Source: an optimization exercise on an open RTL-to-GDS flow (aim: small area and a short achievable clock period). Production flows keep margins and buffers that such runs may drop. In this exercise RTL edits were held to simulation tests only and were not proved equivalent to the original. Power figures rest on the tool's default switching activity, not on a simulated workload.

## ysyx_23060286_top
module ysyx_23060286_top (
  input clk,
  input rst,
  input [31:0] inst_wire,
  input [31:0] readdata_wire,
  output [31:0] npc_wire,pc_wire,snpc_wire,rs1data_wire,rs2data_wire,immext_wire,srcb_wire,aluresult_wire,dnpc_wire,result_wire,srca_wire,
  output pcsrc,alusrc,regwrite,zero,jalr,auipc,
  output [1:0] resultsrc,immsrc,
  output [3:0] memwrite,
  output [3:0] alucontrol
);
  wire [6:0] op = inst_wire[6:0];
  wire [2:0] f3 = inst_wire[14:12];
  wire f7 = inst_wire[30];
  wire is_load  = op == 7'd3;
  wire is_store = op == 7'd35;
  wire is_r     = op == 7'd51;
  wire is_br    = op == 7'd99;
  wire is_i     = op == 7'd19;
  wire is_jal   = op == 7'd111;
  wire is_jalr  = op == 7'd103;
  wire is_u     = (op == 7'd23) | (op == 7'd55);    
  wire is_other = ~(is_load | is_store | is_r | is_br | is_i | is_jal | is_jalr | is_u);
  wire jump     = is_jal | is_jalr | is_other;
  wire is_ri    = is_r | is_i;                       
  wire aluop0   = ~(is_ri | is_br | is_u);           
  assign regwrite  = ~(is_store | is_br);
  assign immsrc    = {is_br | is_jal, is_store | is_jal};
  ...
Size in the first run: roughly 1000 flip-flops, about 440 I/O pins, ~53000 µm² of cells after synthesis.
clock: 14.0 ns
lec_check: 0
cap_margin: 20
core_margin: 2
core_utilization: 35
cts_cluster_diameter: 100
cts_cluster_size: 20
setup_slack_margin: 3.8
slew_margin: 20
synth_hierarchical: 1
synth_minimum_keep_size: 0
standard.sh (not shown) runs the stock make flow with config.mk's settings and CLKGATE_MAP_FILE= SYNTH_SCRIPT=/design/flow/synth_recipe.tcl, a recipe that flattens the netlist after the stock synthesis.
==> flow/flow/run.sh <==
#!/bin/bash
# Standard ORFS layout (the standard.sh), with the port buffers made from
# sky130_fd_sc_hd__buf_2 instead of the flow's default pick (a delay buffer).
set -euo pipefail
export BUFFER_PORTS_ARGS="-buffer_cell sky130_fd_sc_hd__buf_2"
bash standard.sh BUFFER_PORTS_ARGS="$BUFFER_PORTS_ARGS" finish > standard_flow.log 2>&1
The first run ran to the end with no violations.
==> next run, changes <==
Settings changed: CTS_CLUSTER_DIAMETER 100 to unset, CTS_CLUSTER_SIZE 20 to unset, SETUP_SLACK_MARGIN 3.8 to 2.0.
The new run produced a clean layout.
Area after synthesis is unchanged.
Setup slack degrades by 0.21 ns.
Sequential power stays flat.
Count of clock-buffer cells in the layout rises by 52.
Hold slack got worse by 0.0089 ns.
Global-route usage falls by 3.7 points.
==> next run, changes <==
Settings changed: CTS_CLUSTER_DIAMETER set to 100, CTS_CLUSTER_SIZE set to 20, SETUP_SLACK_MARGIN 2.0 to 1.4.
Effect:
- via count shrinks slightly
- maximum frequency came out lower by a few percent
- final area fell by a few percent


ysyx_23060286_top again, from the RTL that the note above started with.
export LEC_CHECK = 0
export CAP_MARGIN = 20
export CORE_MARGIN = 2
export CORE_UTILIZATION = 35
export CTS_CLUSTER_DIAMETER = 100
export CTS_CLUSTER_SIZE = 20
export SETUP_SLACK_MARGIN = 2.6
export SLEW_MARGIN = 20
export SYNTH_HIERARCHICAL = 1
export SYNTH_MINIMUM_KEEP_SIZE = 0
create_clock -name core_clock -period 14.0 [get_ports {clk}]
Scripts as last shown in full above: flow/flow/run.sh
The starting point completed without violations.
==> next run, changes <==
- SETUP_SLACK_MARGIN: 2.6 -> 2.0
Effect:
- power stays flat
- clock-buffer cell count is higher by 10
- area after synthesis does not change
- wire length stays flat
- design area fell by about 2.4%
- global-route usage stays flat
- via count fell by about 0.56%
- synthesized cell count is unchanged
- setup slack is worse by 600 ps
- die area does not change


Setup of rev 12:
Starting RTL as in the previous note.
clock: 14.0 ns
lec_check: 0
cap_margin: 20
core_margin: 2
core_utilization: 35
cts_cluster_diameter: 100
cts_cluster_size: 20
setup_slack_margin: 2.8
slew_margin: 20
synth_hierarchical: 1
synth_minimum_keep_size: 0
Scripts as last shown in full above: flow/flow/run.sh
## Diff of input files: rev 13 against rev 12
- SETUP_SLACK_MARGIN: 2.8 -> 3.2
### Flow results
- Per the comparison of rev 13 with rev 12, final cell count has increased, cell area has increased, area growth from synthesis to layout has increased.
- Re peak per-stage delay on the critical path: rev 13 and rev 12 aren't equal, and the lower value belongs to rev 12.
- Fraction of the core area covered by cells at the end of the flow came out higher on rev 13 than on rev 12.
- Rev 13 against rev 12: clock power went down, final-layout clock buffer total +1, final clock skew has increased, via count grew by about 2.4%.
- Compared with rev 12, rev 13 shows a higher worst setup slack.

[separate check: timing with driven ports]
In the flow no input, the clock included, has a driving cell. The finished layouts below were timed again as built, in two steps.
Step 1 assumes that a clkbuf_16 drives the clock port and a buf_2 every other input.
Step 2 times the ports against the registers' clock, not the clock port: input delays grow and output delays shrink by t, the midpoint of the rising clock arrivals with the driver on.
Three values: ideal ports, drivers, drivers and shift; two values: the first two.
run	t, ns	setup slack, ns	worst hold slack (ns)	worst setup path after step 2	cell pins on the clock port's net
the first run of note 1	0.782	2.160 / 2.026 / 1.522	0.786 / 0.786 / 0.786	input to register	1
the second run of note 1	0.816	1.946 / 1.796 / 1.796	0.777 / 0.777 / 0.777	input to output	1
the third run of note 1	0.793	1.403 / 1.373 / 1.373	0.715 / 0.715 / 0.715	input to output	1
the first run of note 2	0.814	2.453 / 2.302 / 2.302	0.728 / 0.728 / 0.728	input to output	1
the second run of note 2	0.782	1.852 / 1.733 / 1.733	0.766 / 0.766 / 0.766	input to output	1
rev 12	0.804	2.615 / 2.405 / 2.405	0.798 / 0.798 / 0.798	input to output	1
rev 13	0.786	2.681 / 2.493 / 2.493	0.768 / 0.768 / 0.768	input to output	1
After both steps setup and hold are still met in every run listed. For the first run of note 1, which loses most, drivers alone change the setup slack by -0.134 ns; drivers and shift together by -0.638 ns.
